Source: an optimization exercise on an open RTL-to-GDS flow (aim: small area and a short achievable clock period). Production flows keep margins and buffers that such runs may drop. At most, simulation tests tie the RTL to the original design; equivalence was not proved. Power is estimated from default activity; no workload was simulated.

==> inputs of trial 59 <==
==> flow/design.v <==
module uart_tx (
    input  wire        rst,
    input  wire        clk,
    input  wire [7:0]  data,
    input  wire [24:0] b,
    input  wire        z,
    input  wire        valid,
    input  wire [1:0]  stop_bits,
    input  wire        parity_en,
    input  wire        parity_type,  
    output wire        ready,
    output wire        tx
);
localparam [1:0] START = 2'd0, DATA = 2'd1, PARITY = 2'd2, STOP = 2'd3;
reg [1:0]  state;
reg [7:0]  shift_reg;
reg        parity_bit;
reg [2:0]  cnt;          
reg        valid_prev;
reg        rdy;          
reg        busy_o;       
reg        tx_n;         
assign ready = ~busy_o;
assign tx    = ~tx_n;
wire   busy  = ~rdy;
reg [24:0] d;
reg        neg;
wire last = busy & neg & ~z;    
reg       tick;
reg [2:0] cmax;
always @(*) begin
    tick = 1'b1;
    cmax = 3'd0;
    if (state == STOP) begin
        case ({parity_en, stop_bits})
            3'b100:         begin tick = 1'b1;                      cmax = 3'd0; end
            3'b101, 3'b000: begin tick = (cnt == 3'd1);             cmax = 3'd1; end
            3'b110:         begin tick = (cnt != 3'd1);             cmax = 3'd2; end
            3'b001:         begin tick = (cnt == 3'd2);             cmax = 3'd2; end
            default:        begin tick = (cnt == 3'd1) | (cnt == 3'd4); cmax = 3'd4; end
        endcase
    end
end
wire        reload = ~busy | last;
wire [24:0] d_next;
wire        neg_next;
uart_acc acc (
    .d(d), .load(reload), .b(b), .sub1(~reload & tick), .sub2(reload),
    .q(d_next), .neg(neg_next)
);
wire start = ~busy & valid & ~valid_prev;
always @(posedge clk or posedge rst) begin
    if (rst) begin
        tx_n       <= 1'b0;
        busy_o     <= 1'b0;
        rdy        <= 1'b1;
        valid_prev <= 1'b0;
    end else begin
        valid_prev <= valid;
        if (!busy) begin
            tx_n <= 1'b0;
            if (start) begin
                busy_o <= 1'b1;
                rdy    <= 1'b0;
            end
        end else begin
            case (state)
                START:   tx_n <= 1'b1;
                DATA:    tx_n <= ~shift_reg[0];
                PARITY:  tx_n <= ~parity_bit;
                default: tx_n <= 1'b0;
            endcase
            if (last && state == STOP) begin
                busy_o <= 1'b0;
                rdy    <= 1'b1;
            end
        end
    end
end
always @(posedge clk) begin
    d   <= d_next;
    neg <= neg_next;
    if (!busy) state <= START;
    else if (last) begin
        case (state)
            START:   state <= DATA;
            DATA:    if (cnt == 3'd7) state <= parity_en ? PARITY : STOP;
            PARITY:  state <= STOP;
            default: ;
        endcase
    end
    if (!busy) begin
        cnt <= 3'd0;
        if (start) begin
            shift_reg  <= data;
            parity_bit <= parity_type;
        end
    end else if (last) begin
        if (state == DATA) begin
            shift_reg  <= {1'b0, shift_reg[7:1]};
            parity_bit <= parity_bit ^ shift_reg[0];
            cnt        <= cnt + 3'd1;
        end
    end else if (state == STOP) begin
        cnt <= (cnt == cmax) ? 3'd0 : cnt + 3'd1;
    end
end
endmodule
module uart_rx (
    input  wire        rst,
    input  wire        clk,
    input  wire        rx,
    input  wire [24:0] b,
    input  wire        z,
    input  wire        valid,
    input  wire [1:0]  stop_bits,
    input  wire        parity_en,
    input  wire        parity_type,
    output reg         parity_valid,
    output wire        ready,
    output reg  [7:0]  rx_data
);
localparam [2:0] IDLE = 3'd0, START = 3'd1, DATA = 3'd2, PARITY = 3'd3, STOP = 3'd4;
reg [2:0]  state;
reg [2:0]  cnt;
reg        parity_bit;
reg        parity_calc;
reg        rx_prev;
reg        busy_o;       
assign ready = ~busy_o;
reg [24:0] d;
reg        neg;
reg       tick;
reg [2:0] cmax;
always @(*) begin
    tick = 1'b1;
    cmax = 3'd0;
    if (state == STOP) begin
        case (stop_bits)
            2'd1:    begin tick = (cnt == 3'd1); cmax = 3'd1; end
            2'd2:    begin tick = (cnt != 3'd1); cmax = 3'd2; end
            default: begin tick = 1'b1;          cmax = 3'd0; end
        endcase
    end
end
wire in_start = (state == START);
wire idle     = (state == IDLE);
wire last     = neg & ~z & ~idle;
wire [26:0] x = idle ? {2'b00, b} : last ? 27'd0 : {2'b00, d};
wire [26:0] y = (idle | in_start | last) ? {1'b0, b, 1'b0} : tick ? {2'b00, b} : 27'd0;
wire [27:0] c;
assign c[0] = 1'b0;
genvar i;
generate
    for (i = 0; i < 27; i = i + 1) begin : g
        assign c[i+1] = (x[i] & y[i]) | (x[i] & c[i]) | (y[i] & c[i]);
    end
endgenerate
wire [26:0] s = x ^ y ^ c[26:0];
wire [24:0] d_next   = s[24:0];
localparam [26:0] K = 27'd109217727;
wire [27:0] gc;
assign gc[0] = 1'b0;
generate
    for (i = 0; i < 27; i = i + 1) begin : g_gt
        assign gc[i+1] = K[i] ? (s[i] | gc[i]) : (s[i] & gc[i]);
    end
endgenerate
wire        neg_next = gc[27];
always @(posedge clk or posedge rst) begin
    if (rst) begin
        state       <= IDLE;
        rx_data     <= 8'd0;
        busy_o      <= 1'b0;
        parity_bit  <= 1'b0;
        parity_calc <= 1'b0;
        rx_prev     <= 1'b1;
    end else begin
        rx_prev <= rx;
        case (state)
            IDLE: begin
                busy_o  <= 1'b0;
                rx_data <= 8'd0;
                if (valid && rx_prev && !rx) begin
                    state       <= START;
                    parity_calc <= 1'b0;
                    busy_o      <= 1'b1;
                end
            end
            START: if (last) state <= (valid && !rx) ? DATA : IDLE;
            DATA: if (last) begin
                if (valid) begin
                    rx_data[cnt] <= rx;
                    parity_calc  <= parity_calc ^ rx;
                end
                if (cnt == 3'd7) state <= parity_en ? PARITY : STOP;
            end
            PARITY: if (last) begin
                if (valid) parity_bit <= rx;
                state <= STOP;
            end
            default: if (last) begin
                state  <= IDLE;
                busy_o <= 1'b0;
            end
        endcase
    end
end
always @(posedge clk) begin
    parity_valid <= ~parity_en | (parity_calc ^ parity_bit ^ ~parity_type);
    d   <= d_next;
    neg <= neg_next;
    if (idle || in_start) cnt <= 3'd0;
    else if (state == DATA) begin
        if (last) cnt <= cnt + 3'd1;
    end else if (state == STOP) begin
        if (!last) cnt <= (cnt == cmax) ? 3'd0 : cnt + 3'd1;
    end
end
endmodule
module uart_top (
    input  wire        clk,
    input  wire        rst,
    input  wire [31:0] baudrate,
    input  wire [1:0]  stop_bits,
    input  wire        parity_en,
    input  wire        parity_type,
    input  wire [7:0]  tx_data,
    input  wire        tx_valid,
    output wire        tx_ready,
    output wire        tx,
    input  wire        rx,
    input  wire        rx_valid,
    output wire        rx_ready,
    output wire [7:0]  rx_data,
    output wire        rx_parity_valid
);
reg [24:0] b;        
reg        b_hi;     
reg [1:0]  sb;
reg        pe;
always @(posedge clk) begin
    b    <= baudrate[24:0];
    b_hi <= |baudrate[31:25];
    sb   <= stop_bits;
    pe   <= parity_en;
end
wire z = b_hi | (b > 25'd25000000);
uart_tx u_tx (
    .rst(rst), .clk(clk), .data(tx_data), .b(b), .z(z), .valid(tx_valid),
    .stop_bits(sb), .parity_en(pe), .parity_type(parity_type),
    .ready(tx_ready), .tx(tx)
);
uart_rx u_rx (
    .rst(rst), .clk(clk), .rx(rx), .b(b), .z(z), .valid(rx_valid),
    .stop_bits(sb), .parity_en(pe), .parity_type(parity_type),
    .parity_valid(rx_parity_valid), .ready(rx_ready), .rx_data(rx_data)
);
endmodule
module uart_acc (
    input  wire [24:0] d,
    input  wire        load,
    input  wire [24:0] b,
    input  wire        sub1,
    input  wire        sub2,
    output wire [24:0] q,
    output wire        neg
);
localparam [24:0] E0 = 25'd8554431;    
wire [26:0] x = {2'b11, load ? E0 : d};
wire [26:0] y = (sub1 ? {2'b00, b} : 27'd0) | (sub2 ? {1'b0, b, 1'b0} : 27'd0);
wire [27:0] c;
assign c[0] = 1'b0;
genvar i;
generate
    for (i = 0; i < 27; i = i + 1) begin : g
        assign c[i+1] = (x[i] & y[i]) | (x[i] & c[i]) | (y[i] & c[i]);
    end
endgenerate
wire [26:0] s = x ^ y ^ c[26:0];
assign q   = s[24:0];
assign neg = ~s[26];
endmodule
==> flow/flow/run.sh <==
#!/bin/bash
# The standard layout (standard.sh: the standard flow's synthesis and ORFS flow) with two
# changes:
#  - the port buffers that placement inserts on every input and output are
#    sky130_fd_sc_hd__buf_1 instead of the default buffer cell;
set -euo pipefail
export BUFFER_PORTS_ARGS="-buffer_cell sky130_fd_sc_hd__buf_1"
export CTS_ARGS="-sink_clustering_enable -repair_clock_nets -sink_clustering_size 30 -sink_clustering_max_diameter 100 -buf_list sky130_fd_sc_hd__clkbuf_4 -dont_use_dummy_load"
bash standard.sh > standard.log 2>&1
==> flow/standard.sh <==
#!/bin/bash
# synth_recipe.tcl (not shown) runs the flow's synth.tcl, then flattens the netlist and writes it again
# the make line also repeats each setting of config.mk as NAME=value (left out here)
make -C /OpenROAD-flow-scripts/flow DESIGN_CONFIG=/design/flow/config.mk WORK_HOME=/design/flow/orfs CLKGATE_MAP_FILE= SYNTH_SCRIPT=/design/flow/synth_recipe.tcl "${@:-finish}"
==> flow/config.mk <==
export PLATFORM = sky130hd
export DESIGN_NAME = uart_top
export DESIGN_NICKNAME = uart_top
export VERILOG_FILES = /design/flow/design.v
export SDC_FILE = /design/flow/constraint.sdc
export NUM_CORES = 4
export LEC_CHECK = 0
export CAP_MARGIN = 20
export CORE_MARGIN = 2
export CORE_UTILIZATION = 60
export CTS_BUF_LIST = sky130_fd_sc_hd__clkbuf_4
export CTS_CLUSTER_DIAMETER = 100
export CTS_CLUSTER_SIZE = 30
export PLACE_DENSITY = 0.7
export SLEW_MARGIN = 20
==> flow/constraint.sdc <==
create_clock -name core_clock -period 120.0 [get_ports {clk}]
set_input_delay 24.0000 -clock core_clock [delete_from_list [all_inputs] [get_ports {clk}]]
set_output_delay 24.0000 -clock core_clock [all_outputs]
set_load 0.01 [all_outputs]
==> inputs of trial 44, as changes to trial 59 <==
--- a/flow/design.v
+++ b/flow/design.v
@@ -10,4 +10,4 @@
     input  wire        parity_type,  
-    output wire        ready,
-    output wire        tx
+    output reg         ready,
+    output reg         tx
 );
@@ -19,8 +19,3 @@
 reg        valid_prev;
-reg        rdy;          
-reg        busy_o;       
-reg        tx_n;         
-assign ready = ~busy_o;
-assign tx    = ~tx_n;
-wire   busy  = ~rdy;
+reg        busy;         
 reg [24:0] d;
@@ -53,5 +48,5 @@
     if (rst) begin
-        tx_n       <= 1'b0;
-        busy_o     <= 1'b0;
-        rdy        <= 1'b1;
+        tx         <= 1'b1;
+        ready      <= 1'b1;
+        busy       <= 1'b0;
         valid_prev <= 1'b0;
@@ -60,6 +55,6 @@
         if (!busy) begin
-            tx_n <= 1'b0;
+            tx <= 1'b1;
             if (start) begin
-                busy_o <= 1'b1;
-                rdy    <= 1'b0;
+                ready <= 1'b0;
+                busy  <= 1'b1;
             end
@@ -67,10 +62,10 @@
             case (state)
-                START:   tx_n <= 1'b1;
-                DATA:    tx_n <= ~shift_reg[0];
-                PARITY:  tx_n <= ~parity_bit;
-                default: tx_n <= 1'b0;
+                START:   tx <= 1'b0;
+                DATA:    tx <= shift_reg[0];
+                PARITY:  tx <= parity_bit;
+                default: tx <= 1'b1;
             endcase
             if (last && state == STOP) begin
-                busy_o <= 1'b0;
-                rdy    <= 1'b1;
+                ready <= 1'b1;
+                busy  <= 1'b0;
             end
@@ -119,3 +114,3 @@
     output reg         parity_valid,
-    output wire        ready,
+    output reg         ready,
     output reg  [7:0]  rx_data
@@ -128,4 +123,2 @@
 reg        rx_prev;
-reg        busy_o;       
-assign ready = ~busy_o;
 reg [24:0] d;
@@ -147,24 +140,19 @@
 wire idle     = (state == IDLE);
-wire last     = neg & ~z & ~idle;
-wire [26:0] x = idle ? {2'b00, b} : last ? 27'd0 : {2'b00, d};
-wire [26:0] y = (idle | in_start | last) ? {1'b0, b, 1'b0} : tick ? {2'b00, b} : 27'd0;
-wire [27:0] c;
-assign c[0] = 1'b0;
+wire [25:0] bw;
+assign bw[0] = 1'b0;
 genvar i;
 generate
-    for (i = 0; i < 27; i = i + 1) begin : g
-        assign c[i+1] = (x[i] & y[i]) | (x[i] & c[i]) | (y[i] & c[i]);
+    for (i = 0; i < 25; i = i + 1) begin : g_lt
+        assign bw[i+1] = (d[i] & b[i]) | (d[i] & bw[i]) | (b[i] & bw[i]);
     end
 endgenerate
-wire [26:0] s = x ^ y ^ c[26:0];
-wire [24:0] d_next   = s[24:0];
-localparam [26:0] K = 27'd109217727;
-wire [27:0] gc;
-assign gc[0] = 1'b0;
-generate
-    for (i = 0; i < 27; i = i + 1) begin : g_gt
-        assign gc[i+1] = K[i] ? (s[i] | gc[i]) : (s[i] & gc[i]);
-    end
-endgenerate
-wire        neg_next = gc[27];
+wire last = (neg | (in_start & bw[25])) & ~z & ~idle;
+wire reload = idle | last;
+wire [24:0] d_next;
+wire        neg_next;
+uart_acc acc (
+    .d(d), .load(reload), .b(b),
+    .sub1(~reload & ~in_start & tick), .sub2(reload | in_start),
+    .q(d_next), .neg(neg_next)
+);
 always @(posedge clk or posedge rst) begin
@@ -173,3 +161,3 @@
         rx_data     <= 8'd0;
-        busy_o      <= 1'b0;
+        ready       <= 1'b1;
         parity_bit  <= 1'b0;
@@ -181,3 +169,3 @@
             IDLE: begin
-                busy_o  <= 1'b0;
+                ready   <= 1'b1;
                 rx_data <= 8'd0;
@@ -186,3 +174,3 @@
                     parity_calc <= 1'b0;
-                    busy_o      <= 1'b1;
+                    ready       <= 1'b0;
                 end
@@ -202,4 +190,4 @@
             default: if (last) begin
-                state  <= IDLE;
-                busy_o <= 1'b0;
+                state <= IDLE;
+                ready <= 1'b1;
             end
==> flow/flow/run.sh (replaced) <==
#!/bin/bash
# The standard layout (standard.sh: the standard flow's synthesis and ORFS flow), with the
# port buffers that placement inserts on every input and output made
# sky130_fd_sc_hd__buf_1 instead of the default buffer cell.
set -euo pipefail
export BUFFER_PORTS_ARGS="-buffer_cell sky130_fd_sc_hd__buf_1"
bash standard.sh > standard.log 2>&1
==> inputs of build 18, as changes to trial 59 <==
--- a/flow/design.v
+++ b/flow/design.v
@@ -10,4 +10,4 @@
     input  wire        parity_type,  
-    output wire        ready,
-    output wire        tx
+    output reg         ready,
+    output reg         tx
 );
@@ -19,8 +19,3 @@
 reg        valid_prev;
-reg        rdy;          
-reg        busy_o;       
-reg        tx_n;         
-assign ready = ~busy_o;
-assign tx    = ~tx_n;
-wire   busy  = ~rdy;
+reg        busy;         
 reg [24:0] d;
@@ -53,5 +48,5 @@
     if (rst) begin
-        tx_n       <= 1'b0;
-        busy_o     <= 1'b0;
-        rdy        <= 1'b1;
+        tx         <= 1'b1;
+        ready      <= 1'b1;
+        busy       <= 1'b0;
         valid_prev <= 1'b0;
@@ -60,6 +55,6 @@
         if (!busy) begin
-            tx_n <= 1'b0;
+            tx <= 1'b1;
             if (start) begin
-                busy_o <= 1'b1;
-                rdy    <= 1'b0;
+                ready <= 1'b0;
+                busy  <= 1'b1;
             end
@@ -67,10 +62,10 @@
             case (state)
-                START:   tx_n <= 1'b1;
-                DATA:    tx_n <= ~shift_reg[0];
-                PARITY:  tx_n <= ~parity_bit;
-                default: tx_n <= 1'b0;
+                START:   tx <= 1'b0;
+                DATA:    tx <= shift_reg[0];
+                PARITY:  tx <= parity_bit;
+                default: tx <= 1'b1;
             endcase
             if (last && state == STOP) begin
-                busy_o <= 1'b0;
-                rdy    <= 1'b1;
+                ready <= 1'b1;
+                busy  <= 1'b0;
             end
@@ -119,3 +114,3 @@
     output reg         parity_valid,
-    output wire        ready,
+    output reg         ready,
     output reg  [7:0]  rx_data
@@ -128,4 +123,2 @@
 reg        rx_prev;
-reg        busy_o;       
-assign ready = ~busy_o;
 reg [24:0] d;
@@ -147,24 +140,19 @@
 wire idle     = (state == IDLE);
-wire last     = neg & ~z & ~idle;
-wire [26:0] x = idle ? {2'b00, b} : last ? 27'd0 : {2'b00, d};
-wire [26:0] y = (idle | in_start | last) ? {1'b0, b, 1'b0} : tick ? {2'b00, b} : 27'd0;
-wire [27:0] c;
-assign c[0] = 1'b0;
+wire [25:0] bw;
+assign bw[0] = 1'b0;
 genvar i;
 generate
-    for (i = 0; i < 27; i = i + 1) begin : g
-        assign c[i+1] = (x[i] & y[i]) | (x[i] & c[i]) | (y[i] & c[i]);
+    for (i = 0; i < 25; i = i + 1) begin : g_lt
+        assign bw[i+1] = (d[i] & b[i]) | (d[i] & bw[i]) | (b[i] & bw[i]);
     end
 endgenerate
-wire [26:0] s = x ^ y ^ c[26:0];
-wire [24:0] d_next   = s[24:0];
-localparam [26:0] K = 27'd109217727;
-wire [27:0] gc;
-assign gc[0] = 1'b0;
-generate
-    for (i = 0; i < 27; i = i + 1) begin : g_gt
-        assign gc[i+1] = K[i] ? (s[i] | gc[i]) : (s[i] & gc[i]);
-    end
-endgenerate
-wire        neg_next = gc[27];
+wire last = (neg | (in_start & bw[25])) & ~z & ~idle;
+wire reload = idle | last;
+wire [24:0] d_next;
+wire        neg_next;
+uart_acc acc (
+    .d(d), .load(reload), .b(b),
+    .sub1(~reload & ~in_start & tick), .sub2(reload | in_start),
+    .q(d_next), .neg(neg_next)
+);
 always @(posedge clk or posedge rst) begin
@@ -173,3 +161,3 @@
         rx_data     <= 8'd0;
-        busy_o      <= 1'b0;
+        ready       <= 1'b1;
         parity_bit  <= 1'b0;
@@ -181,3 +169,3 @@
             IDLE: begin
-                busy_o  <= 1'b0;
+                ready   <= 1'b1;
                 rx_data <= 8'd0;
@@ -186,3 +174,3 @@
                     parity_calc <= 1'b0;
-                    busy_o      <= 1'b1;
+                    ready       <= 1'b0;
                 end
@@ -202,4 +190,4 @@
             default: if (last) begin
-                state  <= IDLE;
-                busy_o <= 1'b0;
+                state <= IDLE;
+                ready <= 1'b1;
             end
==> flow/run.sh (new file) <==
#!/bin/bash
# synth_recipe.tcl (not shown) runs the flow's synth.tcl, then flattens the netlist and writes it again
# the make line also repeats each setting of config.mk as NAME=value (left out here)
make -C /OpenROAD-flow-scripts/flow DESIGN_CONFIG=/design/flow/config.mk WORK_HOME=/design/flow/orfs CLKGATE_MAP_FILE= SYNTH_SCRIPT=/design/flow/synth_recipe.tcl finish
- CORE_UTILIZATION: 60 -> 40
- CTS_BUF_LIST: sky130_fd_sc_hd__clkbuf_4 -> sky130_fd_sc_hd__clkbuf_16
- CTS_CLUSTER_DIAMETER: 100 -> 500
- CTS_CLUSTER_SIZE: 30 -> 100
- PLACE_DENSITY: 0.7 -> 0.6
removed: flow/flow/run.sh
removed: flow/standard.sh
==> notes.md <==
| quantity | trial 59 | build 18 | trial 44 |
|---|---|---|---|
| Total number of nets in the final design | 832 | 881 | 881 |
| # diodes | 1 | 0 | 1 |
| Final setup slack of the worst path | 94.89 ns | 94.50 ns | 94.77 ns |
| Starting Density | 62.07% | 40.57% | 61.30% |
| Finished Core Util | 66.12% | 48.03% | 66.56% |
| Tightest hold margin | 0.5088 ns | 0.5126 ns | 0.5112 ns |
| Initial antenna violation count | 2 | 0 | 1 |
| Xor-xnor portion of the synthesized cell area | 1.089% | 0.8797% | 0.8797% |
| Top power consumer group | sequential cells | combinational cells | combinational cells |
| Drt first-iter violations | 275 | 331 | 428 |
| Total Power Consumption | 0.0001217 W | 0.0001954 W | 0.0001806 W |
| Maximum number of pins on one net before global-route repair | 59 | 29 | 29 |
| Logic depth of the worst register-to-register path | 38 | 32 | 32 |
| Yosys top cell area share | 27.99% | 25.85% | 25.85% |
| Met3 layer wire length in the routed design | 747 um | 742 um | 1.043 mm |
| Run status | no timing/DRC/antenna violations | no timing/DRC/antenna violations | no timing/DRC/antenna violations |
| Tap Count | 136 | 225 | 143 |
| Clock Skew | 0.02693 ns | 0.007849 ns | 0.01964 ns |
| Internal portion of total power | 0.00007842 W | 0.0001210 W | 0.0001082 W |
| Most common cell after layout, fill and taps aside | sky130_fd_sc_hd__nand2_1 | sky130_fd_sc_hd__dfxtp_1 | sky130_fd_sc_hd__dfxtp_1 |
| Die ar. | 0.01157 sq mm | 0.01849 sq mm | 0.01249 sq mm |
| Share of power burned in the clock network | 15.4% | 24.4% | 19.2% |
| Via/cell ratio | 5.738 | 5.578 | 6.137 |
No functional check of the RTL was part of trial 59.

==> what the ideal ports hide <==
In the flow no input, the clock included, has a driving cell. The finished layouts below were timed again as built, in two steps. Step 1 sets driving cells, clkbuf_16 on the clock port and buf_2 on the other inputs (assumed; they add their load-dependent delay and slew). Step 2 also shifts input and output timing later by t, the mid clock arrival at the registers, as if the neighbouring blocks saw the same clock. Slacks: ideal ports / drivers / drivers and shift; pairs: ideal ports / drivers.
run | shift t [ns] | setup WS [ns] | pins driven straight from the clock port
trial 59 | 0.538 | 94.891 / 94.856 / 94.483 | 1
trial 44 | 0.571 | 94.766 / 94.728 / 94.786 | 1
build 18 | 0.457 | 94.499 / 94.453 / 94.404 | 1
After both steps every run listed still meets setup and hold. For trial 59, which loses most, drivers alone change the setup slack by -0.035 ns; drivers and shift together by -0.408 ns.
